This design comes from an exercise in tuning for small area on the open sky130 flow, not from production work. Function was checked by simulation only, so behaviour that the tests miss may differ from the original. Power figures rest on the tool's default switching activity, not on a simulated workload.

$ cat flow/config.mk
export PLATFORM = sky130hd
export DESIGN_NAME = Decoder
export DESIGN_NICKNAME = Decoder
export VERILOG_FILES = /design/flow/design.v
export SDC_FILE = /design/flow/constraint.sdc
export NUM_CORES = 4
export LEC_CHECK = 0
export CAP_MARGIN = 20
export CORE_MARGIN = 2
export CORE_UTILIZATION = 65
export SLEW_MARGIN = 20
$ cat flow/constraint.sdc
create_clock -name core_clock -period 10.0 [get_ports {Clk}]
set_input_delay 2.0000 -clock core_clock [delete_from_list [all_inputs] [get_ports {Clk}]]
set_output_delay 2.0000 -clock core_clock [all_outputs]
set_load 0.01 [all_outputs]
$ cat flow/design.v
`timescale 1ns / 1ps
module Decoder(input Clk,
               input rst,
               input High,
               input Low,
               output reg [31:0] Out,
               output reg valid,
               input speed
    );
reg [1:0] High_reg;
reg [1:0] Low_reg;
reg decode_h, decode_l;
reg [8:0] high_cnt, low_cnt;
reg [2:0] flg_h, flg_l;
reg m1_h, m0_h, m1_l, m0_l;
reg [31:0] out_r;
reg dis_reg;
reg [5:0] cnt_v;
reg flg;
reg [3:0] cnt_v_h, cnt_v_l;
function [8:0] nx9(input [8:0] s);
  nx9 = {s[7:0], s[8] ^ s[4] ^ (s[7:0] == 8'd0)};
endfunction
function [5:0] nx6(input [5:0] s);
  nx6 = {s[4:0], s[5] ^ s[4] ^ (s[4:0] == 5'd0)};
endfunction
function [3:0] nx4(input [3:0] s);
  nx4 = {s[2:0], s[3] ^ s[2] ^ (s[2:0] == 3'd0)};
endfunction
function [2:0] nx3(input [2:0] s);
  nx3 = {s[1:0], s[2] ^ s[1] ^ (s[1:0] == 2'd0)};
endfunction
localparam [8:0] C37 = 9'b011000011, C38 = 9'b110000110, C317 = 9'b101110101;
localparam [5:0] C32 = 6'b100100;
localparam [3:0] C4 = 4'b1001;
always @(posedge Clk) begin
  High_reg <= {High_reg[0], High};
  Low_reg  <= {Low_reg[0], Low};
end
wire cv32 = (cnt_v == C32);
wire h_e37 = (high_cnt == C37), h_e38 = (high_cnt == C38), h_e317 = (high_cnt == C317);
wire l_e37 = (low_cnt == C37),  l_e38 = (low_cnt == C38),  l_e317 = (low_cnt == C317);
wire h_f0 = (flg_h == 3'b000), h_f2 = (flg_h == 3'b010), h_f6 = (flg_h == 3'b110);
wire l_f0 = (flg_l == 3'b000), l_f2 = (flg_l == 3'b010), l_f6 = (flg_l == 3'b110);
wire h_hitG = speed ? h_e37 : h_e317;
wire l_hitG = speed ? l_e37 : l_e317;
wire h_hitD = speed ? (h_f0 ? h_e37 : h_e38) : h_e317;
wire l_hitD = speed ? (l_f0 ? l_e37 : l_e38) : l_e317;
wire h_act = decode_h | cv32;
wire l_act = decode_l | cv32;
wire h_inc = (decode_h & h_hitD) | (cv32 & h_hitG);
wire l_inc = (decode_l & l_hitD) | (cv32 & l_hitG);
wire h_clr = cv32 ? (h_hitG & ~h_f2) : (decode_h & h_hitD);
wire l_clr = cv32 ? (l_hitG & ~l_f2) : (decode_l & l_hitD);
wire h_shift = h_inc & ~h_f2;
wire l_shift = l_inc & ~l_f2;
wire h_end = h_act & h_f6;
wire l_end = l_act & l_f6;
wire acc_h = decode_h & h_f6 & m1_h;
wire acc_l = decode_l & l_f6 & m1_l;
wire gap_h = cv32 & h_f6 & m0_h;
wire gap_l = cv32 & l_f6 & m0_l;
wire acc = acc_h | acc_l;
wire both4 = (cnt_v_h == C4) & (cnt_v_l == C4);
always @(posedge Clk) begin
  if (h_shift) begin
    m1_h <= (flg_h[2] | flg_h[1]) ? (m1_h & ~High) : (h_f0 ? High : (m1_h & High));
    m0_h <= ~High & (h_f0 | m0_h);
  end
  if (l_shift) begin
    m1_l <= (flg_l[2] | flg_l[1]) ? (m1_l & ~Low) : (l_f0 ? Low : (m1_l & Low));
    m0_l <= ~Low & (l_f0 | m0_l);
  end
  if (acc & ~rst)
    out_r <= {~acc_l, out_r[31:1]};
  if (valid & ~rst)
    Out <= out_r;
end
always @(posedge Clk) begin
  if (rst) begin
    valid <= 1'b0;
    decode_h <= 1'b0;
    decode_l <= 1'b0;
    high_cnt <= 9'd0;
    low_cnt <= 9'd0;
    flg_h <= 3'd0;
    flg_l <= 3'd0;
    dis_reg <= 1'b0;
    cnt_v <= 6'd0;
    flg <= 1'b0;
    cnt_v_h <= 4'd0;
    cnt_v_l <= 4'd0;
  end else begin
    valid <= flg;
    flg <= ~valid & (flg | both4);
    if (h_end) decode_h <= 1'b0;
    else if (~dis_reg & ~High_reg[1] & High_reg[0]) decode_h <= 1'b1;
    if (l_end) decode_l <= 1'b0;
    else if (~dis_reg & ~Low_reg[1] & Low_reg[0]) decode_l <= 1'b1;
    if (decode_l) dis_reg <= ~l_f6;
    else if (decode_h) dis_reg <= ~h_f6;
    if (h_clr) high_cnt <= 9'd0;
    else if (h_act) high_cnt <= nx9(high_cnt);
    if (l_clr) low_cnt <= 9'd0;
    else if (l_act) low_cnt <= nx9(low_cnt);
    if (h_end) flg_h <= 3'd0;
    else if (h_inc) flg_h <= nx3(flg_h);
    if (l_end) flg_l <= 3'd0;
    else if (l_inc) flg_l <= nx3(flg_l);
    if (both4) begin
      cnt_v <= 6'd0;
      cnt_v_h <= 4'd0;
      cnt_v_l <= 4'd0;
    end else begin
      if (acc) cnt_v <= nx6(cnt_v);
      if (gap_h) cnt_v_h <= nx4(cnt_v_h);
      if (gap_l) cnt_v_l <= nx4(cnt_v_l);
    end
  end
end
endmodule
$ cat flow/flow/run.sh
#!/bin/bash
# Standard ORFS layout (the standard.sh, standard synthesis) with two changes:
# port buffers use the smallest buffer cell, and CTS inserts no dummy loads.
set -euo pipefail
CTS="-sink_clustering_enable -repair_clock_nets -dont_use_dummy_load -buf_list sky130_fd_sc_hd__clkbuf_8 -sink_clustering_size 30 -sink_clustering_max_diameter 80"
bash standard.sh "BUFFER_PORTS_ARGS=-buffer_cell sky130_fd_sc_hd__buf_1" "CTS_ARGS=$CTS" finish > flow.log 2>&1
$ cat flow/standard.sh
#!/bin/bash
# synth_recipe.tcl (not shown) runs the flow's synth.tcl, then flattens the netlist and writes it again
# the make line also repeats each setting of config.mk as NAME=value (left out here)
make -C /OpenROAD-flow-scripts/flow DESIGN_CONFIG=/design/flow/config.mk WORK_HOME=/design/flow/orfs CLKGATE_MAP_FILE= SYNTH_SCRIPT=/design/flow/synth_recipe.tcl "${@:-finish}"
==> report_table.html, run 1 <==
<table>
<tr><th>Metric</th><th>Value</th></tr>
<tr><th colspan="2">Outcome</th></tr>
<tr><td>Status</td><td>complete, no violations</td></tr>
<tr><th colspan="2">Synthesis</th></tr>
<tr><td>FF+latch count, synth</td><td>115</td></tr>
<tr><td>Number of warnings printed during yosys synthesis</td><td>1</td></tr>
<tr><td>Mapped cell area</td><td>4489 um^2</td></tr>
<tr><td>Yosys cell types</td><td>between 50 and 60</td></tr>
<tr><td>Synth Net Count</td><td>approximately 350</td></tr>
<tr><td>Top cells by area in the synthesized netlist</td><td>edfxtp_1 45%, dfxtp_1 21%, mux2i_1 4.7%</td></tr>
<tr><td>EDFF count, synth</td><td>68</td></tr>
<tr><td>Most common library cells after synthesis</td><td>68 x edfxtp_1, 47 x dfxtp_1, 42 x nor2_1</td></tr>
<tr><td>Cell with the most instances after synthesis</td><td>edfxtp_1</td></tr>
<tr><td>Share of cell area taken by muxes after synthesis</td><td>under 10%</td></tr>
<tr><td>Parity-gate share of the synthesized area counting xor and xnor cells</td><td>0.5853%</td></tr>
<tr><td>Post-synthesis instance total</td><td>342</td></tr>
<tr><td>Post-synthesis async set-or-reset flop share</td><td>0%</td></tr>
<tr><td>Arithmetic-cell share of the synthesized area counting full adders, half adders and majority gates</td><td>1.394%</td></tr>
<tr><td>Area share of the largest cell type after synthesis</td><td>45.48%</td></tr>
<tr><td>Mean post-synth cell area</td><td>around 13 um^2</td></tr>
<tr><td>Most instantiated flip-flop cell in the synthesis netlist</td><td>edfxtp_1</td></tr>
<tr><td>Largest family of logic cells by synthesized area</td><td>simple AND/OR/NAND/NOR gates</td></tr>
<tr><td>Synthesized-area fraction occupied by ao, oa, aoi and oai cells</td><td>9.420%</td></tr>
<tr><td>Area leader, netlist</td><td>edfxtp_1</td></tr>
<tr><td>Sequential area share after synthesis</td><td>66.44%</td></tr>
<tr><td>Fraction of the mapped netlist area in simple logic gates</td><td>15.27%</td></tr>
<tr><th colspan="2">Place</th></tr>
<tr><td>Post-Place Cell Area</td><td>about 4700 um^2</td></tr>
<tr><td>Routability cong.</td><td>0.8521</td></tr>
<tr><td>HPWL after DPL</td><td>approximately 4.7 mm</td></tr>
<tr><td>Number of buffers added on ports</td><td>37</td></tr>
<tr><td>Instance count after placement with tap cells included</td><td>approximately 450</td></tr>
<tr><th colspan="2">Timing</th></tr>
<tr><td># setup viols final</td><td>0</td></tr>
<tr><td>Crit path time final</td><td>approximately 3.3 ns</td></tr>
<tr><td>Slew HR</td><td>62.82%</td></tr>
<tr><td>Fin crit share</td><td>33.02%</td></tr>
<tr><td>Clock tree skew after final layout</td><td>~0.027 ns</td></tr>
<tr><td>TNS Setup</td><td>0 ns</td></tr>
<tr><td>Hold violation count in the final report</td><td>0</td></tr>
<tr><td>RSZ-0062 raised after global routing</td><td>no</td></tr>
<tr><td>Final slew viol count</td><td>0</td></tr>
<tr><td>Tightest Pin Transition</td><td>between 0.5 and 0.6 ns</td></tr>
<tr><td>Max Fclk</td><td>between 0.3 and 0.4 GHz</td></tr>
<tr><th colspan="2">Finish</th></tr>
<tr><td>Number of nets in the final layout</td><td>401</td></tr>
<tr><td>Layout filler cell count</td><td>470</td></tr>
<tr><td>Largest registers</td><td>Out x32, out_r x32</td></tr>
<tr><td>Post-route design area</td><td>4926 um^2</td></tr>
<tr><td>Proportion of layout cells with a drive suffix above 1</td><td>11.83%</td></tr>
<tr><td>ANT cells</td><td>0</td></tr>
<tr><td>Area growth from synthesis to layout</td><td>9.727%</td></tr>
<tr><td>Final Non-Filler Cells</td><td>469</td></tr>
<tr><th colspan="2">Worst hold path</th></tr>
<tr><td>Worst hold path stage count</td><td>0</td></tr>
<tr><td>Hold Crit Endpoint</td><td>Low_reg[1]</td></tr>
<tr><td>Startpoint of the most critical hold path</td><td>Low_reg[0]</td></tr>
<tr><td>Hold/Removal Path Class</td><td>reg -&gt; reg</td></tr>
<tr><th colspan="2">CTS</th></tr>
<tr><td>Post-CTS Hold Buffers</td><td>0</td></tr>
<tr><td>Sink count of the clock tree</td><td>115</td></tr>
<tr><td>Maximum buffer depth of the clock tree</td><td>2</td></tr>
<tr><td>Buffers inserted by post-CTS timing repair</td><td>0</td></tr>
<tr><td>Post-cts sizing count</td><td>0</td></tr>
<tr><td>Clk Latency, worst-skew pair</td><td>0.41 ns</td></tr>
<tr><td>CTS tree</td><td>yes</td></tr>
<tr><td>Clk Tree Root Cell</td><td>clkbuf_8</td></tr>
<tr><td>Cts bufs inserted</td><td>17</td></tr>
<tr><td>Clock transition at the register clock pins on the worst setup and hold paths after CTS</td><td>0.05 ns</td></tr>
<tr><td>H-tree lvl count</td><td>4</td></tr>
<tr><th colspan="2">Floorplan</th></tr>
<tr><td>Top-level I/O count</td><td>38</td></tr>
<tr><td>Full die area</td><td>7587 um^2</td></tr>
<tr><td>Area of the core</td><td>slightly below 7000 um^2</td></tr>
<tr><td>Die extent in y</td><td>slightly below 90 um</td></tr>
<tr><td>Starting density of the core</td><td>between 60% and 70%</td></tr>
<tr><td>Number of rows in the core area</td><td>30</td></tr>
<tr><td>DIE WIDTH</td><td>87.11 um</td></tr>
<tr><th colspan="2">GRT</th></tr>
<tr><td>Most used routing layer</td><td>met2</td></tr>
<tr><td>Global routing met2 resource utilization</td><td>a little under a third</td></tr>
<tr><td>Met1 capacity usage during global routing</td><td>between 20% and 30%</td></tr>
<tr><td>GRT Total Usage</td><td>19.74%</td></tr>
<tr><td>Number of global-route vias before repair</td><td>2538</td></tr>
<tr><td>Number of antenna violations at the first check in global routing</td><td>0</td></tr>
<tr><td>Maximum number of pins on one net before global-route repair</td><td>33</td></tr>
<tr><td>Met3 track utilization from global routing</td><td>roughly 6.7%</td></tr>
<tr><td>Wire length of the first global-routing pass</td><td>11.65 mm</td></tr>
<tr><td>Aggregate global routing overflow</td><td>0</td></tr>
<tr><th colspan="2">Pwr</th></tr>
<tr><td>Power density normalized to cell area</td><td>165.0 nW/um^2</td></tr>
<tr><td>Peak supply drop</td><td>around 0.11 mV</td></tr>
<tr><td>Leakage power of the design</td><td>approximately 1.6 nW</td></tr>
<tr><td>Overall Power</td><td>0.8126 mW</td></tr>
<tr><th colspan="2">Setup path</th></tr>
<tr><td>WP buf/inv</td><td>1</td></tr>
<tr><td>Category of the critical setup timing path</td><td>in -&gt; reg</td></tr>
<tr><td>Highest fanout seen on the critical path</td><td>6</td></tr>
<tr><td>Count of cells along the worst register-to-register path</td><td>7</td></tr>
<tr><td>Worst reg2reg endpoint</td><td>high_cnt[2]</td></tr>
<tr><td>Crit path top cell by count</td><td>nor2_1</td></tr>
<tr><td>Reg2Reg Launch Point</td><td>cnt_v[4]</td></tr>
<tr><td>Top cell family by delay on the critical path</td><td>simple AND/OR/NAND/NOR gates</td></tr>
<tr><td>Crit end category</td><td>flop</td></tr>
<tr><td>Highest cell delay on the worst timing path</td><td>0.46 ns</td></tr>
<tr><td>Arrival time reported for the critical path endpoint</td><td>3.38 ns</td></tr>
<tr><td>Cell with the largest stage delay on the worst path</td><td>nor4b_1</td></tr>
<tr><td>Nature of the critical path startpoint</td><td>input pin</td></tr>
<tr><td>Required time worst endpoint</td><td>between 10 and 15 ns</td></tr>
<tr><td>Setup slack on the worst flop-to-flop path</td><td>8.06 ns</td></tr>
<tr><td>List of cells traversed by the critical path</td><td>buf_1 -&gt; nand4b_1 -&gt; nor4b_1 -&gt; o31a_1 -&gt; nor2_1 -&gt; nor2_1</td></tr>
<tr><th colspan="2">Drt</th></tr>
<tr><td>Count of antenna-violating nets left after detailed routing</td><td>0</td></tr>
<tr><td>Drt total wl</td><td>6.995 mm</td></tr>
<tr><td>Vias</td><td>between 2000 and 3000</td></tr>
<tr><td>First-pass detailed-route iteration total</td><td>4</td></tr>
<tr><td>Iteration-0 DRC Markers</td><td>160</td></tr>
<tr><td># DRC</td><td>0</td></tr>
<tr><td>Average wire per cell in the routed design</td><td>14.91 um</td></tr>
<tr><td>Vias per cell</td><td>5.881</td></tr>
<tr><th colspan="2">Flow run</th></tr>
<tr><td>Max-Cap Viols</td><td>0</td></tr>
</table>
cell usage in the layout (no fill, tap or decap), types with 4 or more instances in the layout:
cell and count:
edfxtp_1 68, dfxtp_1 47, nor2_1 42, buf_1 37, mux2i_1 21, nand2_1 19
clkbuf_8 17, a21oi_1 16, o21ai_0 14, inv_1 11, nor3_1 8, nand3_1 5
a21oi_2 5, ha_1 5, or3_1 4
cell type report:
class	instances	area [um^2]	share of cell area, %
Inverter	11	41.29	0.8382
Multi-Input combinational cell	207	1414	28.70
Sequential cell	115	2983	60.55
Timing Repair Buffer	39	153.9	3.124
Clock buffer	17	234.0	4.750
Tap cell	80	100.1	2.032
metal layers:
layer | vias up | wire [um]
li1 | 1350 | -
met1 | 1329 | 3378
met2 | 74 | 3275
met3 | 5 | 294
met4 | 0 | 46
met5 | - | 0
kinds of logic (layout without fill, tap and decap cells):
family / Yosys count / after routing
AND/OR/NAND/NOR: 120 / 120
flip-flops: 115 / 115
AO/OA/AOI/OAI: 58 / 58
multiplexers: 21 / 21
buffers and inverters: 20 / 67
adder cells (fa/ha/maj): 5 / 5
XOR/XNOR: 3 / 3
report_power, final:
group / total [mW] / leakage (nW) / internal [mW] / switching, mW
clock network: 0.292 / 0.122 / 0.149 / 0.143
registers: 0.504 / 0.991 / 0.500 / 0.00393
logic: 0.0174 / 0.500 / 0.00677 / 0.0106
stage by stage:
| step | utilization [%] | hold slack (ns) | setup slack (ns) |
|---|---|---|---|
| floorplan | - | 0.3311 | 5.862 |
| finish | 72.91 | 0.3342 | 6.698 |
| detailed placement | 69.44 | 0.3405 | 6.308 |
| global route | 72.91 | 0.3478 | 6.507 |
| global placement | 69.44 | 0.3361 | 6.418 |
| CTS | 72.91 | 0.3378 | 6.722 |
worst max-delay path by stage:
stage               start     endpoint  slack, ns  cells after the start
CTS                 speed  high_cnt[2]       6.72                      6
finish              speed         m1_h       6.70                      6
detailed placement  speed  high_cnt[4]       6.31                      6
floorplan             rst     out_r[0]       5.86                      2
global placement    speed  high_cnt[4]       6.42                      6
global route        speed  high_cnt[7]       6.51                      6
==> run 2: changes to the inputs <==
==> flow/flow/run.sh (replaced) <==
#!/bin/bash
# Standard ORFS layout (the standard.sh, standard synthesis) with two changes:
# port buffers use the smallest buffer cell, and CTS inserts no dummy loads.
set -euo pipefail
CTS="-sink_clustering_enable -repair_clock_nets -dont_use_dummy_load -buf_list sky130_fd_sc_hd__clkbuf_4 -sink_clustering_size 20 -sink_clustering_max_diameter 60"
bash standard.sh "BUFFER_PORTS_ARGS=-buffer_cell sky130_fd_sc_hd__buf_1" "CTS_ARGS=$CTS" finish > flow.log 2>&1
==> report_table.html, run 2 <==
<table>
<tr><th>Metric</th><th>Value</th></tr>
<tr><th colspan="2">Outcome</th></tr>
<tr><td>Status</td><td>complete, no violations (unchanged)</td></tr>
<tr><th colspan="2">Pwr</th></tr>
<tr><td>Leakage power of the design</td><td>1.569 nW (was 1.613 nW)</td></tr>
<tr><td>Power density normalized to cell area</td><td>151.2 nW/um^2 (was 165.0 nW/um^2)</td></tr>
<tr><td>Overall Power</td><td>0.7286 mW (was 0.8126 mW)</td></tr>
<tr><td>Peak supply drop</td><td>0.05728 mV (was 0.1059 mV)</td></tr>
<tr><th colspan="2">Place</th></tr>
<tr><td>Instance count after placement with tap cells included</td><td>452 (unchanged)</td></tr>
<tr><td>Post-Place Cell Area</td><td>4692 um^2 (unchanged)</td></tr>
<tr><td>Number of buffers added on ports</td><td>37 (unchanged)</td></tr>
<tr><td>Routability cong.</td><td>0.8521 (unchanged)</td></tr>
<tr><td>HPWL after DPL</td><td>4.669 mm (unchanged)</td></tr>
<tr><td>Placement Setup Slack</td><td>6.308 ns (unchanged)</td></tr>
<tr><th colspan="2">Finish</th></tr>
<tr><td>Post-route design area</td><td>4820 um^2 (was 4926 um^2)</td></tr>
<tr><td>Proportion of layout cells with a drive suffix above 1</td><td>11.83% (unchanged)</td></tr>
<tr><td>Commonest non-fill, non-tap cell in the layout</td><td>edfxtp_1 (unchanged)</td></tr>
<tr><td>Area growth from synthesis to layout</td><td>7.358% (was 9.727%)</td></tr>
<tr><td>Largest registers</td><td>Out x32, out_r x32 (unchanged)</td></tr>
<tr><td>Final Non-Filler Cells</td><td>469 (unchanged)</td></tr>
<tr><td>Leading cell types in the layout, fill and taps excluded</td><td>68 x edfxtp_1, 47 x dfxtp_1, 42 x nor2_1 (unchanged)</td></tr>
<tr><td>Number of nets in the final layout</td><td>401 (unchanged)</td></tr>
<tr><td>ANT cells</td><td>0 (unchanged)</td></tr>
<tr><td>Layout filler cell count</td><td>481 (was 470)</td></tr>
<tr><th colspan="2">Timing</th></tr>
<tr><td>Slew HR</td><td>62.34% (was 62.82%)</td></tr>
<tr><td># setup viols final</td><td>0 (unchanged)</td></tr>
<tr><td>Tightest Pin Transition</td><td>0.5641 ns (was 0.5569 ns)</td></tr>
<tr><td>Fin crit share</td><td>32.42% (was 33.02%)</td></tr>
<tr><td>RSZ-0062 raised after global routing</td><td>no (unchanged)</td></tr>
<tr><td>Clock tree skew after final layout</td><td>0.04443 ns (was 0.02750 ns)</td></tr>
<tr><td>Final slew viol count</td><td>0 (unchanged)</td></tr>
<tr><td>Hold violation count in the final report</td><td>0 (unchanged)</td></tr>
<tr><td>Crit path time final</td><td>3.242 ns (was 3.302 ns)</td></tr>
<tr><td>Final worst slack</td><td>6.758 ns (was 6.698 ns)</td></tr>
<tr><td>Max Fclk</td><td>0.3084 GHz (was 0.3029 GHz)</td></tr>
<tr><td>TNS Setup</td><td>0 ns (unchanged)</td></tr>
<tr><th colspan="2">Synthesis</th></tr>
<tr><td>Yosys cell types</td><td>54 (unchanged)</td></tr>
<tr><td>EDFF count, synth</td><td>68 (unchanged)</td></tr>
<tr><td>Mean post-synth cell area</td><td>13.13 um^2 (unchanged)</td></tr>
<tr><td>Synth Net Count</td><td>352 (unchanged)</td></tr>
<tr><td>Mapped cell area</td><td>4489 um^2 (unchanged)</td></tr>
<tr><td>Number of warnings printed during yosys synthesis</td><td>1 (unchanged)</td></tr>
<tr><td>Cell with the most instances after synthesis</td><td>edfxtp_1 (unchanged)</td></tr>
<tr><td>FF+latch count, synth</td><td>115 (unchanged)</td></tr>
<tr><td>Most common library cells after synthesis</td><td>68 x edfxtp_1, 47 x dfxtp_1, 42 x nor2_1 (unchanged)</td></tr>
<tr><td>Post-synthesis async set-or-reset flop share</td><td>0% (unchanged)</td></tr>
<tr><td>Top cells by area in the synthesized netlist</td><td>edfxtp_1 45%, dfxtp_1 21%, mux2i_1 4.7% (unchanged)</td></tr>
<tr><td>Area leader, netlist</td><td>edfxtp_1 (unchanged)</td></tr>
<tr><td>Most instantiated flip-flop cell in the synthesis netlist</td><td>edfxtp_1 (unchanged)</td></tr>
<tr><td>Area share of the largest cell type after synthesis</td><td>45.48% (unchanged)</td></tr>
<tr><td>Post-synthesis instance total</td><td>342 (unchanged)</td></tr>
<tr><td>Sequential area share after synthesis</td><td>66.44% (unchanged)</td></tr>
<tr><th colspan="2">Floorplan</th></tr>
<tr><td>Number of rows in the core area</td><td>30 (unchanged)</td></tr>
<tr><td>Area of the core</td><td>6756 um^2 (unchanged)</td></tr>
<tr><td>Starting density of the core</td><td>66.44% (unchanged)</td></tr>
<tr><td>Full die area</td><td>7587 um^2 (unchanged)</td></tr>
<tr><td>DIE WIDTH</td><td>87.11 um (unchanged)</td></tr>
<tr><td>Die extent in y</td><td>87.11 um (unchanged)</td></tr>
<tr><td>Top-level I/O count</td><td>38 (unchanged)</td></tr>
<tr><th colspan="2">Setup path</th></tr>
<tr><td>Highest fanout seen on the critical path</td><td>6 (unchanged)</td></tr>
<tr><td>List of cells traversed by the critical path</td><td>buf_1 -&gt; nand4b_1 -&gt; nor4b_1 -&gt; o31a_1 -&gt; nor2_1 -&gt; nor2_1 (unchanged)</td></tr>
<tr><td>Crit path top cell by count</td><td>nor2_1 (unchanged)</td></tr>
<tr><td>Category of the critical setup timing path</td><td>in -&gt; reg (unchanged)</td></tr>
<tr><td>Nature of the critical path startpoint</td><td>input pin (unchanged)</td></tr>
<tr><td>Required time worst endpoint</td><td>10.15 ns (was 10.08 ns)</td></tr>
<tr><td>Crit end category</td><td>flop (unchanged)</td></tr>
<tr><td>Highest cell delay on the worst timing path</td><td>0.46 ns (about the same)</td></tr>
<tr><td>Arrival time reported for the critical path endpoint</td><td>3.39 ns (was 3.38 ns)</td></tr>
<tr><td>Cell with the largest stage delay on the worst path</td><td>nor4b_1 (unchanged)</td></tr>
<tr><th colspan="2">GRT</th></tr>
<tr><td>Aggregate global routing overflow</td><td>0 (unchanged)</td></tr>
<tr><td>GRT Total Usage</td><td>19.97% (was 19.74%)</td></tr>
<tr><td>Wire length of the first global-routing pass</td><td>11.53 mm (was 11.65 mm)</td></tr>
<tr><td>Number of global-route vias before repair</td><td>2514 (was 2538)</td></tr>
<tr><td>Maximum number of pins on one net before global-route repair</td><td>33 (unchanged)</td></tr>
<tr><td>Number of antenna violations at the first check in global routing</td><td>0 (unchanged)</td></tr>
<tr><th colspan="2">CTS</th></tr>
<tr><td>Buffers inserted by post-CTS timing repair</td><td>0 (unchanged)</td></tr>
<tr><td>Post-cts sizing count</td><td>0 (unchanged)</td></tr>
<tr><td>Clk Tree Root Cell</td><td>clkbuf_4 (was clkbuf_8)</td></tr>
<tr><td>H-tree lvl count</td><td>4 (unchanged)</td></tr>
<tr><td>Post-CTS Hold Buffers</td><td>0 (unchanged)</td></tr>
<tr><td>Cts bufs inserted</td><td>17 (unchanged)</td></tr>
<tr><td>CTS tree</td><td>yes (unchanged)</td></tr>
<tr><td>Clock transition at the register clock pins on the worst setup and hold paths after CTS</td><td>0.07 ns (was 0.05 ns)</td></tr>
<tr><td>Clk Latency, worst-skew pair</td><td>0.49 ns (was 0.41 ns)</td></tr>
<tr><td>Sink count of the clock tree</td><td>115 (unchanged)</td></tr>
<tr><td>Maximum buffer depth of the clock tree</td><td>2 (unchanged)</td></tr>
<tr><th colspan="2">Worst hold path</th></tr>
<tr><td>Hold/Removal Path Class</td><td>reg -&gt; reg (unchanged)</td></tr>
<tr><th colspan="2">Flow run</th></tr>
<tr><td>Max-Cap Viols</td><td>0 (unchanged)</td></tr>
<tr><th colspan="2">Drt</th></tr>
<tr><td>First-pass detailed-route iteration total</td><td>4 (unchanged)</td></tr>
<tr><td>Count of antenna-violating nets left after detailed routing</td><td>0 (unchanged)</td></tr>
<tr><td>Vias per cell</td><td>5.827 (was 5.881)</td></tr>
<tr><td>Iteration-0 DRC Markers</td><td>155 (was 160)</td></tr>
<tr><td>Average wire per cell in the routed design</td><td>14.64 um (was 14.91 um)</td></tr>
<tr><td>Drt total wl</td><td>6.865 mm (was 6.995 mm)</td></tr>
<tr><td>Vias</td><td>2733 (was 2758)</td></tr>
<tr><td># DRC</td><td>0 (unchanged)</td></tr>
</table>
==> run 2: cell families after synthesis <==
kind of cell | after synthesis | synth area share (%)
muxes | 21 | 4.682
and+or+nand+nor | 120 | 15.27
buffers and inverters | 20 | 2.202
AOI/OAI and AO/OA | 58 | 9.420
DFF | 115 | 66.44
xor gates and xnor gates | 3 | 0.5854
adders and majority gates | 5 | 1.394
==> run 2: critical path, delay by kind of cell <==
kind / cells / cell delay [ns]
buf+inv: 1 / 0.22
simple gates: 4 / 0.94
compound gates: 1 / 0.23
==> run 2: final cells by class <==
type | instances | area [um^2] | area share (%)
timing repair buffer | 39 | 153.9 | 3.193
sequential | 115 | 2983 | 61.89
multi-input combinational | 207 | 1414 | 29.34
inverter | 11 | 41.29 | 0.8567
clock buffer | 17 | 127.6 | 2.648
tap | 80 | 100.1 | 2.077
==> run 2: final timing paths <==
kind,startpoint,to,slack (ns),depth (start not counted)
worst max-delay path,speed,m1_h,6.76,6
worst max register to register,cnt_v[4],high_cnt[2],8.07,7
worst min register to register,Low_reg[0],Low_reg[1],0.33,0
worst min-delay path,Low_reg[0],Low_reg[1],0.33,0
==> run 2: where the power goes <==
part | internal, mW | switching, mW | leakage (nW) | total (mW)
Sequential | 0.498 | 0.00395 | 0.991 | 0.502
Combinational | 0.00677 | 0.0106 | 0.500 | 0.0174
Clock | 0.0776 | 0.131 | 0.0782 | 0.209
Total | 0.583 | 0.146 | 1.57 | 0.729
==> run 2: routing by layer <==
layer  routed length [um]  GRT usage [%]  part of all wire [%]
met5                    0              0                     0
met4                   64          8.531                  0.93
met3                  276          7.299                   4.0
met2                 3190          29.22                    46
met1                 3333          27.09                    49
==> run 2: per-stage QoR <==
step	utilization [%]	hold slack, ns
2_1_floorplan	-	0.3311
3_3_place_gp	69.44	0.3361
3_5_place_dp	69.44	0.3405
4_1_cts	71.33	0.3337
5_1_grt	71.33	0.3423
6_report	71.33	0.3316
==> run 3: changes to the inputs <==
--- a/flow/flow/run.sh
+++ b/flow/flow/run.sh
@@ -5,2 +5,2 @@
 CTS="-sink_clustering_enable -repair_clock_nets -dont_use_dummy_load -buf_list sky130_fd_sc_hd__clkbuf_4 -sink_clustering_size 20 -sink_clustering_max_diameter 60"
-bash standard.sh "BUFFER_PORTS_ARGS=-buffer_cell sky130_fd_sc_hd__buf_1" "CTS_ARGS=$CTS" finish > flow.log 2>&1
+bash standard.sh "BUFFER_PORTS_ARGS=-buffer_cell sky130_fd_sc_hd__buf_1" "CTS_ARGS=$CTS" RECOVER_POWER=100 finish > flow.log 2>&1
--- a/flow/config.mk
+++ b/flow/config.mk
@@ -9,3 +9,3 @@
 export CORE_MARGIN = 2
-export CORE_UTILIZATION = 65
+export CORE_UTILIZATION = 75
 export SLEW_MARGIN = 20
==> report_table.html, run 3 <==
<table>
<tr><th>Metric</th><th>Value</th></tr>
<tr><th colspan="2">Floorplan</th></tr>
<tr><td>Full die area</td><td>6620 um^2 (was 7587 um^2)</td></tr>
<tr><td>DIE WIDTH</td><td>81.37 um (was 87.11 um)</td></tr>
<tr><td>Starting density of the core</td><td>76.73% (was 66.44%)</td></tr>
<tr><td>Number of rows in the core area</td><td>28 (was 30)</td></tr>
<tr><td>Area of the core</td><td>5851 um^2 (was 6756 um^2)</td></tr>
<tr><td>Die extent in y</td><td>81.37 um (was 87.11 um)</td></tr>
<tr><td>Top-level I/O count</td><td>38 (unchanged)</td></tr>
<tr><th colspan="2">CTS</th></tr>
<tr><td>Post-cts sizing count</td><td>0 (unchanged)</td></tr>
<tr><td>Clock transition at the register clock pins on the worst setup and hold paths after CTS</td><td>0.07 ns (about the same)</td></tr>
<tr><td>CTS tree</td><td>yes (unchanged)</td></tr>
<tr><td>H-tree lvl count</td><td>4 (unchanged)</td></tr>
<tr><td>Cts bufs inserted</td><td>17 (unchanged)</td></tr>
<tr><td>Clk Latency, worst-skew pair</td><td>0.51 ns (was 0.49 ns)</td></tr>
<tr><td>Post-CTS Hold Buffers</td><td>0 (unchanged)</td></tr>
<tr><td>Sink count of the clock tree</td><td>115 (unchanged)</td></tr>
<tr><td>Buffers inserted by post-CTS timing repair</td><td>0 (unchanged)</td></tr>
<tr><td>Clk Tree Root Cell</td><td>clkbuf_4 (unchanged)</td></tr>
<tr><td>Maximum buffer depth of the clock tree</td><td>2 (unchanged)</td></tr>
<tr><th colspan="2">Setup path</th></tr>
<tr><td>Arrival time reported for the critical path endpoint</td><td>4.15 ns (was 3.39 ns)</td></tr>
<tr><td>Startpoint of the worst setup timing path</td><td>speed (unchanged)</td></tr>
<tr><td>Category of the critical setup timing path</td><td>in -&gt; reg (unchanged)</td></tr>
<tr><td>Required time worst endpoint</td><td>10.41 ns (was 10.15 ns)</td></tr>
<tr><td>Setup slack on the worst flop-to-flop path</td><td>7.09 ns (was 8.07 ns)</td></tr>
<tr><td>Last element of the critical path</td><td>low_cnt[3] (was m1_h)</td></tr>
<tr><td>Highest fanout seen on the critical path</td><td>9 (was 6)</td></tr>
<tr><td>Worst reg2reg endpoint</td><td>out_r[3] (was high_cnt[2])</td></tr>
<tr><td>Crit end category</td><td>flop (unchanged)</td></tr>
<tr><td>Count of cells along the worst register-to-register path</td><td>3 (was 7)</td></tr>
<tr><td>Nature of the critical path startpoint</td><td>input pin (unchanged)</td></tr>
<tr><td>Reg2Reg Launch Point</td><td>decode_l (was cnt_v[4])</td></tr>
<tr><th colspan="2">Pwr</th></tr>
<tr><td>Combinational fraction of design power</td><td>2.5% (was 2.4%)</td></tr>
<tr><td>Switching power</td><td>0.1576 mW (was 0.1458 mW)</td></tr>
<tr><td>Internal power</td><td>0.5824 mW (was 0.5829 mW)</td></tr>
<tr><td>Power density normalized to cell area</td><td>155.3 nW/um^2 (was 151.2 nW/um^2)</td></tr>
<tr><td>Overall Power</td><td>0.7399 mW (was 0.7286 mW)</td></tr>
<tr><td>Clock power share</td><td>29.5% (was 28.7%)</td></tr>
<tr><td>Peak supply drop</td><td>0.09231 mV (was 0.05728 mV)</td></tr>
<tr><td>Switching share of power</td><td>21.29% (was 20.01%)</td></tr>
<tr><td>Flop pwr share</td><td>67.9% (was 69.0%)</td></tr>
<tr><td>Leakage power of the design</td><td>1.553 nW (was 1.569 nW)</td></tr>
<tr><th colspan="2">Timing</th></tr>
<tr><td>Crit path time final</td><td>3.746 ns (was 3.242 ns)</td></tr>
<tr><td># setup viols final</td><td>0 (unchanged)</td></tr>
<tr><td>RSZ-0062 raised after global routing</td><td>no (unchanged)</td></tr>
<tr><td>Slew HR</td><td>-17.80% (was 62.34%)</td></tr>
<tr><td>Clock tree skew after final layout</td><td>0.03638 ns (was 0.04443 ns)</td></tr>
<tr><td>Tightest Pin Transition</td><td>1.767 ns (was 0.5641 ns)</td></tr>
<tr><td>Fin crit share</td><td>37.46% (was 32.42%)</td></tr>
<tr><td>TNS Setup</td><td>0 ns (unchanged)</td></tr>
<tr><td>Max Fclk</td><td>0.2669 GHz (was 0.3084 GHz)</td></tr>
<tr><td>Final worst slack</td><td>6.254 ns (was 6.758 ns)</td></tr>
<tr><td>Final slew viol count</td><td>66 (was 0)</td></tr>
<tr><td>Hold violation count in the final report</td><td>0 (unchanged)</td></tr>
<tr><th colspan="2">Outcome</th></tr>
<tr><td>List of failed layout checks</td><td>max-capacitance violations, max-slew violations</td></tr>
<tr><td>Status</td><td>finished with violations (was complete, no violations)</td></tr>
<tr><th colspan="2">GRT</th></tr>
<tr><td>Number of antenna violations at the first check in global routing</td><td>0 (unchanged)</td></tr>
<tr><td>Wire length of the first global-routing pass</td><td>14.86 mm (was 11.53 mm)</td></tr>
<tr><td>Number of global-route vias before repair</td><td>2927 (was 2514)</td></tr>
<tr><td>GRT Total Usage</td><td>31.37% (was 19.97%)</td></tr>
<tr><td>Maximum number of pins on one net before global-route repair</td><td>33 (unchanged)</td></tr>
<tr><td>Aggregate global routing overflow</td><td>0 (unchanged)</td></tr>
<tr><th colspan="2">Drt</th></tr>
<tr><td>Average wire per cell in the routed design</td><td>20.44 um (was 14.64 um)</td></tr>
<tr><td>Vias</td><td>3036 (was 2733)</td></tr>
<tr><td>Vias per cell</td><td>6.543 (was 5.827)</td></tr>
<tr><td>Count of antenna-violating nets left after detailed routing</td><td>0 (unchanged)</td></tr>
<tr><td>Drt total wl</td><td>9.486 mm (was 6.865 mm)</td></tr>
<tr><td># DRC</td><td>0 (unchanged)</td></tr>
<tr><td>First-pass detailed-route iteration total</td><td>5 (was 4)</td></tr>
<tr><td>Iteration-0 DRC Markers</td><td>469 (was 155)</td></tr>
<tr><th colspan="2">Synthesis</th></tr>
<tr><td>Area leader, netlist</td><td>edfxtp_1 (unchanged)</td></tr>
<tr><td>Mapped cell area</td><td>4489 um^2 (unchanged)</td></tr>
<tr><td>Yosys cell types</td><td>54 (unchanged)</td></tr>
<tr><td>Number of warnings printed during yosys synthesis</td><td>1 (unchanged)</td></tr>
<tr><td>Most instantiated flip-flop cell in the synthesis netlist</td><td>edfxtp_1 (unchanged)</td></tr>
<tr><td>Synth Net Count</td><td>352 (unchanged)</td></tr>
<tr><td>Post-synthesis async set-or-reset flop share</td><td>0% (unchanged)</td></tr>
<tr><td>Sequential area share after synthesis</td><td>66.44% (unchanged)</td></tr>
<tr><td>Top cells by area in the synthesized netlist</td><td>edfxtp_1 45%, dfxtp_1 21%, mux2i_1 4.7% (unchanged)</td></tr>
<tr><td>Most common library cells after synthesis</td><td>68 x edfxtp_1, 47 x dfxtp_1, 42 x nor2_1 (unchanged)</td></tr>
<tr><td>Cell with the most instances after synthesis</td><td>edfxtp_1 (unchanged)</td></tr>
<tr><td>EDFF count, synth</td><td>68 (unchanged)</td></tr>
<tr><td>FF+latch count, synth</td><td>115 (unchanged)</td></tr>
<tr><td>Post-synthesis instance total</td><td>342 (unchanged)</td></tr>
<tr><td>Area share of the largest cell type after synthesis</td><td>45.48% (unchanged)</td></tr>
<tr><td>Mean post-synth cell area</td><td>13.13 um^2 (unchanged)</td></tr>
<tr><th colspan="2">Place</th></tr>
<tr><td>Routability cong.</td><td>0.8634 (was 0.8521)</td></tr>
<tr><td>HPWL after DPL</td><td>6.144 mm (was 4.669 mm)</td></tr>
<tr><td>Placement Setup Slack</td><td>6.226 ns (was 6.308 ns)</td></tr>
<tr><td>Number of buffers added on ports</td><td>37 (unchanged)</td></tr>
<tr><td>Post-Place Cell Area</td><td>4686 um^2 (was 4692 um^2)</td></tr>
<tr><th colspan="2">Finish</th></tr>
<tr><td>ANT cells</td><td>0 (unchanged)</td></tr>
<tr><td>Proportion of layout cells with a drive suffix above 1</td><td>10.28% (was 11.83%)</td></tr>
<tr><td>Area growth from synthesis to layout</td><td>6.132% (was 7.358%)</td></tr>
<tr><td>Post-route design area</td><td>4765 um^2 (was 4820 um^2)</td></tr>
<tr><td>Commonest non-fill, non-tap cell in the layout</td><td>edfxtp_1 (unchanged)</td></tr>
<tr><td>Leading cell types in the layout, fill and taps excluded</td><td>68 x edfxtp_1, 47 x dfxtp_1, 42 x nor2_1 (unchanged)</td></tr>
<tr><td>Number of nets in the final layout</td><td>401 (unchanged)</td></tr>
<tr><td>Layout filler cell count</td><td>296 (was 481)</td></tr>
<tr><td>Largest registers</td><td>Out x32, out_r x32 (unchanged)</td></tr>
<tr><th colspan="2">Worst hold path</th></tr>
<tr><td>Hold/Removal Path Class</td><td>reg -&gt; reg (unchanged)</td></tr>
<tr><th colspan="2">Flow run</th></tr>
<tr><td>Max-Cap Viols</td><td>2 (was 0)</td></tr>
</table>
[run 3: cell counts after synthesis]
No cell type changed its count.
[run 3: cells by family after synthesis]
logic type      share of synthesized area [%]
xor+xnor                               0.5854
simple gates                            15.27
fa+ha+maj                               1.394
buf+inv                                 2.202
mux                                     4.682
compound gates                          9.420
flops                                   66.44
[run 3: routing by layer]
metal  wire (um)  share of wire (%)  GRT usage [%]  vias to the layer above
met5           0                  0              0                        -
met4         275                2.9          12.54                        0
met3         927                9.8          10.22                       33
met2        4615                 49          49.75                      224
met1        3667                 39          40.18                     1432
li1            -                  -              -                     1347
[run 3: how the worst min path moves through the flow]
stage | end | cells after the start | start | slack, ns
2_1_floorplan | High_reg[1] | 0 | High_reg[0] | 0.33
3_3_place_gp | High_reg[1] | 0 | High_reg[0] | 0.34
3_5_place_dp | High_reg[1] | 0 | High_reg[0] | 0.36
4_1_cts | High_reg[1] | 0 | High_reg[0] | 0.37
5_1_grt | High_reg[1] | 0 | High_reg[0] | 0.38
6_report | High_reg[1] | 0 | High_reg[0] | 0.37
[run 3: final cells by class]
| type | count | area, um^2 | share of cell area [%] |
|---|---|---|---|
| tap | 75 | 93.84 | 1.970 |
| sequential | 115 | 2983 | 62.61 |
| clock buffer | 17 | 127.6 | 2.679 |
| multi-input combinational | 207 | 1373 | 28.81 |
| timing repair buffer | 39 | 146.4 | 3.072 |
| inverter | 11 | 41.29 | 0.8666 |
[run 3: through the flow]
step,hold WS [ns],std cells,utilization [%]
after floorplan,0.3311,342,-
final,0.3668,464,81.44
after global placement,0.3353,447,80.09
after CTS,0.3661,464,82.27
after detailed placement,0.3552,447,80.09
after global routing,0.3787,464,81.44
[run 3: power groups by stage]
stage | logic [mW] | registers, mW | clock network [mW]
after detailed placement | 0.0184 | 0.513 | 0
after CTS | 0.0190 | 0.502 | 0.220
final | 0.0187 | 0.503 | 0.219
after global placement | 0.0170 | 0.513 | 0
after floorplan | 0.0147 | 0.511 | 0
after global routing | 0.0203 | 0.503 | 0.240
[run 3: worst max-delay path: stages]
cell and delay [ns]:
clkbuf_1 0.16, and2_0 0.21, and4bb_2 0.23, a221oi_1 0.68
o221ai_1 0.59, a21oi_1 0.28
==> run 4: changes to the inputs <==
--- a/flow/config.mk
+++ b/flow/config.mk
@@ -9,3 +9,3 @@
 export CORE_MARGIN = 2
-export CORE_UTILIZATION = 75
+export CORE_UTILIZATION = 65
 export SLEW_MARGIN = 20
==> report_table.html, run 4 <==
<table>
<tr><th>Metric</th><th>Value</th></tr>
<tr><th colspan="2">Outcome</th></tr>
<tr><td>Status</td><td>finished with violations (unchanged)</td></tr>
<tr><td>List of failed layout checks</td><td>max-capacitance violations, max-slew violations (unchanged)</td></tr>
<tr><th colspan="2">Drt</th></tr>
<tr><td># DRC</td><td>0 (unchanged)</td></tr>
<tr><td>Vias per cell</td><td>5.825 (was 6.543)</td></tr>
<tr><td>Count of antenna-violating nets left after detailed routing</td><td>0 (unchanged)</td></tr>
<tr><td>Drt total wl</td><td>6.910 mm (was 9.486 mm)</td></tr>
<tr><td>Iteration-0 DRC Markers</td><td>145 (was 469)</td></tr>
<tr><td>Average wire per cell in the routed design</td><td>14.73 um (was 20.44 um)</td></tr>
<tr><td>First-pass detailed-route iteration total</td><td>4 (was 5)</td></tr>
<tr><td>Vias</td><td>2732 (was 3036)</td></tr>
<tr><th colspan="2">Synthesis</th></tr>
<tr><td>Post-synthesis instance total</td><td>342 (unchanged)</td></tr>
<tr><td>Top cells by area in the synthesized netlist</td><td>edfxtp_1 45%, dfxtp_1 21%, mux2i_1 4.7% (unchanged)</td></tr>
<tr><td>Synth Net Count</td><td>352 (unchanged)</td></tr>
<tr><td>Yosys cell types</td><td>54 (unchanged)</td></tr>
<tr><td>FF+latch count, synth</td><td>115 (unchanged)</td></tr>
<tr><td>Mean post-synth cell area</td><td>13.13 um^2 (unchanged)</td></tr>
<tr><td>EDFF count, synth</td><td>68 (unchanged)</td></tr>
<tr><td>Sequential area share after synthesis</td><td>66.44% (unchanged)</td></tr>
<tr><td>Number of warnings printed during yosys synthesis</td><td>1 (unchanged)</td></tr>
<tr><td>Post-synthesis async set-or-reset flop share</td><td>0% (unchanged)</td></tr>
<tr><td>Mapped cell area</td><td>4489 um^2 (unchanged)</td></tr>
<tr><td>Cell with the most instances after synthesis</td><td>edfxtp_1 (unchanged)</td></tr>
<tr><td>Area share of the largest cell type after synthesis</td><td>45.48% (unchanged)</td></tr>
<tr><td>Area leader, netlist</td><td>edfxtp_1 (unchanged)</td></tr>
<tr><td>Most common library cells after synthesis</td><td>68 x edfxtp_1, 47 x dfxtp_1, 42 x nor2_1 (unchanged)</td></tr>
<tr><td>Most instantiated flip-flop cell in the synthesis netlist</td><td>edfxtp_1 (unchanged)</td></tr>
<tr><th colspan="2">Floorplan</th></tr>
<tr><td>Starting density of the core</td><td>66.44% (was 76.73%)</td></tr>
<tr><td>Die extent in y</td><td>87.11 um (was 81.37 um)</td></tr>
<tr><td>Top-level I/O count</td><td>38 (unchanged)</td></tr>
<tr><td>DIE WIDTH</td><td>87.11 um (was 81.37 um)</td></tr>
<tr><td>Area of the core</td><td>6756 um^2 (was 5851 um^2)</td></tr>
<tr><td>Full die area</td><td>7587 um^2 (was 6620 um^2)</td></tr>
<tr><td>Number of rows in the core area</td><td>30 (was 28)</td></tr>
<tr><th colspan="2">GRT</th></tr>
<tr><td>Number of antenna violations at the first check in global routing</td><td>0 (unchanged)</td></tr>
<tr><td>Number of global-route vias before repair</td><td>2514 (was 2927)</td></tr>
<tr><td>Wire length of the first global-routing pass</td><td>11.53 mm (was 14.86 mm)</td></tr>
<tr><td>GRT Total Usage</td><td>19.97% (was 31.37%)</td></tr>
<tr><td>Aggregate global routing overflow</td><td>0 (unchanged)</td></tr>
<tr><td>Maximum number of pins on one net before global-route repair</td><td>33 (unchanged)</td></tr>
<tr><th colspan="2">Place</th></tr>
<tr><td>Number of buffers added on ports</td><td>37 (unchanged)</td></tr>
<tr><td>Post-Place Cell Area</td><td>4692 um^2 (was 4686 um^2)</td></tr>
<tr><td>Routability cong.</td><td>0.8521 (was 0.8634)</td></tr>
<tr><td>HPWL after DPL</td><td>4.669 mm (was 6.144 mm)</td></tr>
<tr><th colspan="2">Worst hold path</th></tr>
<tr><td>Hold/Removal Path Class</td><td>reg -&gt; reg (unchanged)</td></tr>
<tr><th colspan="2">CTS</th></tr>
<tr><td>CTS tree</td><td>yes (unchanged)</td></tr>
<tr><td>H-tree lvl count</td><td>4 (unchanged)</td></tr>
<tr><td>Maximum buffer depth of the clock tree</td><td>2 (unchanged)</td></tr>
<tr><td>Post-CTS Hold Buffers</td><td>0 (unchanged)</td></tr>
<tr><td>Post-cts sizing count</td><td>0 (unchanged)</td></tr>
<tr><td>Clock transition at the register clock pins on the worst setup and hold paths after CTS</td><td>0.08 ns (was 0.07 ns)</td></tr>
<tr><td>Buffers inserted by post-CTS timing repair</td><td>0 (unchanged)</td></tr>
<tr><td>Cts bufs inserted</td><td>17 (unchanged)</td></tr>
<tr><td>Clk Latency, worst-skew pair</td><td>0.49 ns (was 0.51 ns)</td></tr>
<tr><td>Sink count of the clock tree</td><td>115 (unchanged)</td></tr>
<tr><td>Clk Tree Root Cell</td><td>clkbuf_4 (unchanged)</td></tr>
<tr><th colspan="2">Setup path</th></tr>
<tr><td>WP buf/inv</td><td>1 (unchanged)</td></tr>
<tr><td>Worst reg2reg endpoint</td><td>out_r[7] (was out_r[3])</td></tr>
<tr><td>Highest cell delay on the worst timing path</td><td>0.61 ns (was 0.68 ns)</td></tr>
<tr><td>Crit end category</td><td>flop (unchanged)</td></tr>
<tr><td>Count of cells along the worst register-to-register path</td><td>3 (unchanged)</td></tr>
<tr><td>Startpoint of the worst setup timing path</td><td>speed (unchanged)</td></tr>
<tr><td>List of cells traversed by the critical path</td><td>clkbuf_1 -&gt; and2_0 -&gt; and2_2 -&gt; a221oi_1 -&gt; o221ai_1 -&gt; a21oi_1 (was clkbuf_1 -&gt; and2_0 -&gt; and4bb_2 -&gt; a221oi_1 -&gt; o221ai_1 -&gt; a21oi_1)</td></tr>
<tr><td>Highest fanout seen on the critical path</td><td>9 (unchanged)</td></tr>
<tr><td>Required time worst endpoint</td><td>10.39 ns (was 10.41 ns)</td></tr>
<tr><td>Setup slack on the worst flop-to-flop path</td><td>7.25 ns (was 7.09 ns)</td></tr>
<tr><td>Last element of the critical path</td><td>low_cnt[5] (was low_cnt[3])</td></tr>
<tr><td>Cell with the largest stage delay on the worst path</td><td>a221oi_1 (unchanged)</td></tr>
<tr><td>Category of the critical setup timing path</td><td>in -&gt; reg (unchanged)</td></tr>
<tr><td>Arrival time reported for the critical path endpoint</td><td>3.97 ns (was 4.15 ns)</td></tr>
<tr><td>Nature of the critical path startpoint</td><td>input pin (unchanged)</td></tr>
<tr><td>Top cell family by delay on the critical path</td><td>compound AO/OA/AOI/OAI gates (unchanged)</td></tr>
<tr><td>Number of cells on the critical path</td><td>6 (unchanged)</td></tr>
<tr><td>Reg2Reg Launch Point</td><td>decode_l (unchanged)</td></tr>
<tr><th colspan="2">Timing</th></tr>
<tr><td>TNS Setup</td><td>0 ns (unchanged)</td></tr>
<tr><td>Crit path time final</td><td>3.585 ns (was 3.746 ns)</td></tr>
<tr><td>Clock tree skew after final layout</td><td>0.04293 ns (was 0.03638 ns)</td></tr>
<tr><td>Slew HR</td><td>-9.679% (was -17.80%)</td></tr>
<tr><td>Fin crit share</td><td>35.85% (was 37.46%)</td></tr>
<tr><td># setup viols final</td><td>0 (unchanged)</td></tr>
<tr><td>Tightest Pin Transition</td><td>1.645 ns (was 1.767 ns)</td></tr>
<tr><td>RSZ-0062 raised after global routing</td><td>no (unchanged)</td></tr>
<tr><td>Final slew viol count</td><td>66 (unchanged)</td></tr>
<tr><td>Hold violation count in the final report</td><td>0 (unchanged)</td></tr>
<tr><td>Max Fclk</td><td>0.2790 GHz (was 0.2669 GHz)</td></tr>
<tr><th colspan="2">Finish</th></tr>
<tr><td>Largest registers</td><td>Out x32, out_r x32 (unchanged)</td></tr>
<tr><td>Area growth from synthesis to layout</td><td>6.271% (was 6.132%)</td></tr>
<tr><td>Leading cell types in the layout, fill and taps excluded</td><td>68 x edfxtp_1, 47 x dfxtp_1, 42 x nor2_1 (unchanged)</td></tr>
<tr><td>Proportion of layout cells with a drive suffix above 1</td><td>10.28% (unchanged)</td></tr>
<tr><td>ANT cells</td><td>0 (unchanged)</td></tr>
<tr><td>Number of nets in the final layout</td><td>401 (unchanged)</td></tr>
<tr><td>Commonest non-fill, non-tap cell in the layout</td><td>edfxtp_1 (unchanged)</td></tr>
<tr><td>Post-route design area</td><td>4771 um^2 (was 4765 um^2)</td></tr>
<tr><th colspan="2">Pwr</th></tr>
<tr><td>Internal power</td><td>0.5825 mW (was 0.5824 mW)</td></tr>
<tr><td>Combinational fraction of design power</td><td>2.3% (was 2.5%)</td></tr>
<tr><td>Peak supply drop</td><td>0.05731 mV (was 0.09231 mV)</td></tr>
<tr><td>Leakage power of the design</td><td>1.553 nW (unchanged)</td></tr>
<tr><td>Power density normalized to cell area</td><td>152.7 nW/um^2 (was 155.3 nW/um^2)</td></tr>
<tr><td>Switching share of power</td><td>20.07% (was 21.29%)</td></tr>
<tr><td>Overall Power</td><td>0.7287 mW (was 0.7399 mW)</td></tr>
<tr><td>Switching power</td><td>0.1462 mW (was 0.1576 mW)</td></tr>
<tr><td>Flop pwr share</td><td>68.9% (was 67.9%)</td></tr>
<tr><td>Clock power share</td><td>28.7% (was 29.5%)</td></tr>
<tr><th colspan="2">Flow run</th></tr>
<tr><td>Max-Cap Viols</td><td>2 (unchanged)</td></tr>
</table>
[run 4: per-layer routing]
metal / global-route usage, % / share of wire (%) / vias up
met1: 27.09 / 48 / 1290
met5: 0 / 0 / -
met3: 7.299 / 4.5 / 9
li1: - / - / 1354
met4: 8.531 / 1.0 / 0
met2: 29.22 / 46 / 79
[run 4: area by class of cell]
type	instances	area [um^2]
multi-input cells	207	1373
inverters	11	41.29
flip-flops and latches	115	2983
well taps	80	100.1
repair buffers	39	146.4
fillers	488	1986
clock buffers	17	127.6
[run 4: cells by family after synthesis]
kind of cell / count (synthesis) / synth area share (%)
flip-flops: 115 / 66.44
buffers and inverters: 20 / 2.202
adder cells (fa/ha/maj): 5 / 1.394
AO/OA/AOI/OAI: 58 / 9.420
multiplexers: 21 / 4.682
XOR/XNOR: 3 / 0.5854
AND/OR/NAND/NOR: 120 / 15.27
[run 4: worst min-delay path by stage]
stage | startpoint | to | slack (ns) | cells after the start
after floorplan | High_reg[0] | High_reg[1] | 0.33 | 0
after global placement | Low_reg[0] | Low_reg[1] | 0.34 | 0
after detailed placement | Low_reg[0] | Low_reg[1] | 0.34 | 0
after CTS | Low_reg[0] | Low_reg[1] | 0.33 | 0
after global routing | Low_reg[0] | Low_reg[1] | 0.34 | 0
final | Low_reg[0] | Low_reg[1] | 0.33 | 0
[run 4: power by group through the flow]
| stage | registers [mW] | clock network, mW | logic [mW] |
|---|---|---|---|
| floorplan | 0.511 | 0 | 0.0147 |
| global placement | 0.513 | 0 | 0.0171 |
| detailed placement | 0.513 | 0 | 0.0174 |
| CTS | 0.502 | 0.217 | 0.0175 |
| global route | 0.503 | 0.236 | 0.0190 |
| finish | 0.502 | 0.209 | 0.0170 |
[run 4: per-stage QoR]
stage / hold WS, ns / setup slack [ns] / instances / utilization (%)
after global placement: 0.3361 / 6.418 / 452 / 69.44
after CTS: 0.3337 / 6.809 / 469 / 71.33
after global routing: 0.3423 / 6.263 / 469 / 70.61
after floorplan: 0.3311 / 5.862 / 342 / -
after detailed placement: 0.3405 / 6.308 / 452 / 69.44
final: 0.3303 / 6.415 / 469 / 70.61
==> run 5: changes to the inputs <==
--- a/flow/design.v
+++ b/flow/design.v
@@ -20,17 +20,2 @@
 reg [3:0] cnt_v_h, cnt_v_l;
-function [8:0] nx9(input [8:0] s);
-  nx9 = {s[7:0], s[8] ^ s[4] ^ (s[7:0] == 8'd0)};
-endfunction
-function [5:0] nx6(input [5:0] s);
-  nx6 = {s[4:0], s[5] ^ s[4] ^ (s[4:0] == 5'd0)};
-endfunction
-function [3:0] nx4(input [3:0] s);
-  nx4 = {s[2:0], s[3] ^ s[2] ^ (s[2:0] == 3'd0)};
-endfunction
-function [2:0] nx3(input [2:0] s);
-  nx3 = {s[1:0], s[2] ^ s[1] ^ (s[1:0] == 2'd0)};
-endfunction
-localparam [8:0] C37 = 9'b011000011, C38 = 9'b110000110, C317 = 9'b101110101;
-localparam [5:0] C32 = 6'b100100;
-localparam [3:0] C4 = 4'b1001;
 always @(posedge Clk) begin
@@ -39,7 +24,7 @@
 end
-wire cv32 = (cnt_v == C32);
-wire h_e37 = (high_cnt == C37), h_e38 = (high_cnt == C38), h_e317 = (high_cnt == C317);
-wire l_e37 = (low_cnt == C37),  l_e38 = (low_cnt == C38),  l_e317 = (low_cnt == C317);
-wire h_f0 = (flg_h == 3'b000), h_f2 = (flg_h == 3'b010), h_f6 = (flg_h == 3'b110);
-wire l_f0 = (flg_l == 3'b000), l_f2 = (flg_l == 3'b010), l_f6 = (flg_l == 3'b110);
+wire cv32 = (cnt_v == 6'd32);
+wire h_e37 = (high_cnt == 9'd37), h_e38 = (high_cnt == 9'd38), h_e317 = (high_cnt == 9'd317);
+wire l_e37 = (low_cnt == 9'd37),  l_e38 = (low_cnt == 9'd38),  l_e317 = (low_cnt == 9'd317);
+wire h_f0 = (flg_h == 3'd0), h_f2 = (flg_h == 3'd2), h_f6 = (flg_h == 3'd6);
+wire l_f0 = (flg_l == 3'd0), l_f2 = (flg_l == 3'd2), l_f6 = (flg_l == 3'd6);
 wire h_hitG = speed ? h_e37 : h_e317;
@@ -63,3 +48,3 @@
 wire acc = acc_h | acc_l;
-wire both4 = (cnt_v_h == C4) & (cnt_v_l == C4);
+wire both4 = (cnt_v_h == 4'd4) & (cnt_v_l == 4'd4);
 always @(posedge Clk) begin
@@ -102,9 +87,9 @@
     if (h_clr) high_cnt <= 9'd0;
-    else if (h_act) high_cnt <= nx9(high_cnt);
+    else if (h_act) high_cnt <= high_cnt + 9'd1;
     if (l_clr) low_cnt <= 9'd0;
-    else if (l_act) low_cnt <= nx9(low_cnt);
+    else if (l_act) low_cnt <= low_cnt + 9'd1;
     if (h_end) flg_h <= 3'd0;
-    else if (h_inc) flg_h <= nx3(flg_h);
+    else if (h_inc) flg_h <= flg_h + 3'd1;
     if (l_end) flg_l <= 3'd0;
-    else if (l_inc) flg_l <= nx3(flg_l);
+    else if (l_inc) flg_l <= flg_l + 3'd1;
     if (both4) begin
@@ -114,5 +99,5 @@
     end else begin
-      if (acc) cnt_v <= nx6(cnt_v);
-      if (gap_h) cnt_v_h <= nx4(cnt_v_h);
-      if (gap_l) cnt_v_l <= nx4(cnt_v_l);
+      if (acc) cnt_v <= cnt_v + 6'd1;
+      if (gap_h) cnt_v_h <= cnt_v_h + 4'd1;
+      if (gap_l) cnt_v_l <= cnt_v_l + 4'd1;
     end
==> flow/run.sh (new file) <==
#!/bin/bash
# synth_recipe.tcl (not shown) runs the flow's synth.tcl, then flattens the netlist and writes it again
# the make line also repeats each setting of config.mk as NAME=value (left out here)
make -C /OpenROAD-flow-scripts/flow DESIGN_CONFIG=/design/flow/config.mk WORK_HOME=/design/flow/orfs CLKGATE_MAP_FILE= SYNTH_SCRIPT=/design/flow/synth_recipe.tcl finish
--- a/flow/config.mk
+++ b/flow/config.mk
@@ -9,3 +9,3 @@
 export CORE_MARGIN = 2
-export CORE_UTILIZATION = 65
+export CORE_UTILIZATION = 40
 export SLEW_MARGIN = 20
removed: flow/flow/run.sh
removed: flow/standard.sh
==> report_table.html, run 5 <==
<table>
<tr><th>Metric</th><th>Value</th></tr>
<tr><th colspan="2">Setup path</th></tr>
<tr><td>Category of the critical setup timing path</td><td>in -&gt; reg (unchanged)</td></tr>
<tr><td>Highest fanout seen on the critical path</td><td>32 (was 9)</td></tr>
<tr><td>Required time worst endpoint</td><td>10.03 ns (was 10.39 ns)</td></tr>
<tr><td>Nature of the critical path startpoint</td><td>input pin (unchanged)</td></tr>
<tr><td>Cell with the largest stage delay on the worst path</td><td>a21oi_4 (was a221oi_1)</td></tr>
<tr><td>WP buf/inv</td><td>1 (unchanged)</td></tr>
<tr><th colspan="2">Synthesis</th></tr>
<tr><td>Arithmetic-cell share of the synthesized area counting full adders, half adders and majority gates</td><td>4.945% (was 1.394%)</td></tr>
<tr><td>Mapped cell area</td><td>4554 um^2 (was 4489 um^2)</td></tr>
<tr><td>Synth Net Count</td><td>376 (was 352)</td></tr>
<tr><td>Post-synthesis async set-or-reset flop share</td><td>0% (unchanged)</td></tr>
<tr><td>Fraction of the mapped netlist area in simple logic gates</td><td>14.34% (was 15.27%)</td></tr>
<tr><td>Share of cell area taken by muxes after synthesis</td><td>1.978% (was 4.682%)</td></tr>
<tr><td>Synthesized-area fraction occupied by ao, oa, aoi and oai cells</td><td>5.412% (was 9.420%)</td></tr>
<tr><td>Parity-gate share of the synthesized area counting xor and xnor cells</td><td>5.192% (was 0.5853%)</td></tr>
<tr><td>Top cells by area in the synthesized netlist</td><td>edfxtp_1 45%, dfxtp_1 21%, ha_1 4.9% (was edfxtp_1 45%, dfxtp_1 21%, mux2i_1 4.7%)</td></tr>
<tr><td>Area share of the largest cell type after synthesis</td><td>44.84% (was 45.48%)</td></tr>
<tr><td>Post-synthesis instance total</td><td>353 (was 342)</td></tr>
<tr><td>Area leader, netlist</td><td>edfxtp_1 (unchanged)</td></tr>
<tr><th colspan="2">Outcome</th></tr>
<tr><td>Status</td><td>complete, no violations (was finished with violations)</td></tr>
<tr><th colspan="2">Finish</th></tr>
<tr><td>ANT cells</td><td>0 (unchanged)</td></tr>
<tr><td>Share of the core filled with cells in the final layout</td><td>51.66% (was 70.61%)</td></tr>
<tr><td>Layout filler cell count</td><td>989 (was 488)</td></tr>
<tr><td>Commonest non-fill, non-tap cell in the layout</td><td>edfxtp_1 (unchanged)</td></tr>
<tr><td>Area growth from synthesis to layout</td><td>24.59% (was 6.271%)</td></tr>
<tr><td>Largest registers</td><td>Out x32, out_r x32 (unchanged)</td></tr>
<tr><td>Proportion of layout cells with a drive suffix above 1</td><td>10.87% (was 10.28%)</td></tr>
<tr><th colspan="2">CTS</th></tr>
<tr><td>Post-CTS Hold Buffers</td><td>0 (unchanged)</td></tr>
<tr><td>CTS tree</td><td>yes (unchanged)</td></tr>
<tr><td>H-tree lvl count</td><td>4 (unchanged)</td></tr>
<tr><td>Maximum buffer depth of the clock tree</td><td>2 (unchanged)</td></tr>
<tr><td>Cts bufs inserted</td><td>17 (unchanged)</td></tr>
<tr><th colspan="2">Timing</th></tr>
<tr><td>Hold violation count in the final report</td><td>0 (unchanged)</td></tr>
<tr><td>Max Fclk</td><td>0.2815 GHz (was 0.2790 GHz)</td></tr>
<tr><td># setup viols final</td><td>0 (unchanged)</td></tr>
<tr><td>RSZ-0062 raised after global routing</td><td>no (unchanged)</td></tr>
<tr><td>Crit path time final</td><td>3.552 ns (was 3.585 ns)</td></tr>
<tr><th colspan="2">GRT</th></tr>
<tr><td>GRT Total Usage</td><td>13.04% (was 19.97%)</td></tr>
<tr><td>Number of antenna violations at the first check in global routing</td><td>0 (unchanged)</td></tr>
<tr><th colspan="2">Floorplan</th></tr>
<tr><td>Top-level I/O count</td><td>38 (unchanged)</td></tr>
<tr><td>Area of the core</td><td>10980 um^2 (was 6756 um^2)</td></tr>
<tr><td>Full die area</td><td>12260 um^2 (was 7587 um^2)</td></tr>
<tr><td>Number of rows in the core area</td><td>38 (was 30)</td></tr>
<tr><th colspan="2">Place</th></tr>
<tr><td>Routability cong.</td><td>0.7618 (was 0.8521)</td></tr>
<tr><td>Instance count after placement with tap cells included</td><td>522 (was 452)</td></tr>
<tr><th colspan="2">Drt</th></tr>
<tr><td>Vias per cell</td><td>4.874 (was 5.825)</td></tr>
<tr><td># DRC</td><td>0 (unchanged)</td></tr>
<tr><td>Count of antenna-violating nets left after detailed routing</td><td>0 (unchanged)</td></tr>
<tr><th colspan="2">Flow run</th></tr>
<tr><td>Max-Cap Viols</td><td>0 (was 2)</td></tr>
<tr><th colspan="2">Pwr</th></tr>
<tr><td>Peak supply drop</td><td>0.08104 mV (was 0.05731 mV)</td></tr>
</table>
run 5: cell types whose count changed in the layout (fill, tap and decap cells not counted), moves of 7 or more:
cell | before | now
mux2i_1 | 21 | 9
inv_6 | 0 | 8
buf_1 | 35 | 0
clkdlybuf4s50_1 | 0 | 37
o21ai_0 | 14 | 4
ha_1 | 5 | 18
clkbuf_4 | 17 | 0
xor2_1 | 1 | 22
inv_1 | 11 | 18
a21oi_1 | 16 | 9
clkbuf_16 | 0 | 17
nand4_1 | 3 | 20
run 5: cell families (layout without fill, tap and decap cells):
kind of cell | Yosys count | in the layout
AO/OA/AOI/OAI | 33 | 33
adder cells (fa/ha/maj) | 18 | 18
XOR/XNOR | 27 | 27
flip-flops | 115 | 115
AND/OR/NAND/NOR | 124 | 124
multiplexers | 9 | 9
buffers and inverters | 27 | 88
run 5: cell type report:
| cell class | instances | area (um^2) | area share [%] |
|---|---|---|---|
| Sequential cell | 115 | 2983 | 52.57 |
| Multi-Input combinational cell | 211 | 1465 | 25.82 |
| Clock buffer | 17 | 425.4 | 7.497 |
| Timing Repair Buffer | 38 | 377.9 | 6.659 |
| Clock inverter | 15 | 180.2 | 3.175 |
| Tap cell | 140 | 175.2 | 3.087 |
| Inverter | 18 | 67.56 | 1.191 |
run 5: power breakdown:
part,switching [mW],leakage [nW],internal [mW],total [mW]
Clock,0.234,0.296,0.378,0.612
Sequential,0.00555,0.992,0.500,0.506
Combinational,0.0142,0.729,0.0100,0.0242
run 5: per-stage QoR:
step	instance area, um^2	hold slack, ns	total power [mW]
floorplan	4554	0.3311	0.5336
global placement	5069	0.3377	0.5391
detailed placement	5069	0.3538	0.5402
CTS	5674	0.3594	1.154
global route	5674	0.3690	1.182
finish	5674	0.3596	1.142
run 5: final timing paths:
| path | from | slack [ns] | cells past startpoint | to |
|---|---|---|---|---|
| setup / recovery | rst | 6.45 | 2 | out_r[24] |
| hold / removal | Low_reg[0] | 0.36 | 0 | Low_reg[1] |
| setup reg to reg | cnt_v[0] | 7.67 | 7 | flg_h[0] |
| hold reg to reg | Low_reg[0] | 0.36 | 0 | Low_reg[1] |
run 5: routing by layer:
metal  track usage, %  up-vias  routed length, um
met5                0        -                  0
met4            6.083        0                131
met3            4.265       15                318
met2            19.55       54               3332
met1            17.20     1268               3705
li1                 -     1363                  -

## re-timing with driven ports
How much do the figures lean on ideal ports? The routed layouts below were timed once more, with nothing changed but the port constraints.
Step 1 assumes that a clkbuf_16 drives the clock port and a buf_2 every other input.
Step 2 times the ports against the registers' clock, not the clock port: input delays grow and output delays shrink by t, the midpoint of the rising clock arrivals with the driver on.
Three values: no drivers, after step 1, after step 2; two values: the first two.
run	shift t [ns]	setup slack, ns	hold WS [ns]	worst setup path at the end
run 1	0.422	6.698 / 6.702 / 6.279	0.334 / 0.334 / 0.334	input to register
run 2	0.492	6.758 / 6.763 / 6.270	0.332 / 0.332 / 0.332	input to register
run 3	0.522	6.254 / 6.262 / 5.739	0.367 / 0.367 / 0.367	input to register
run 4	0.497	6.415 / 6.422 / 5.925	0.330 / 0.330 / 0.330	input to register
run 5	0.443	6.448 / 6.459 / 6.016	0.360 / 0.360 / 0.360	input to register
The setup slack of run 3, which loses most, moves by +0.008 ns with the drivers and by -0.515 ns with both steps.
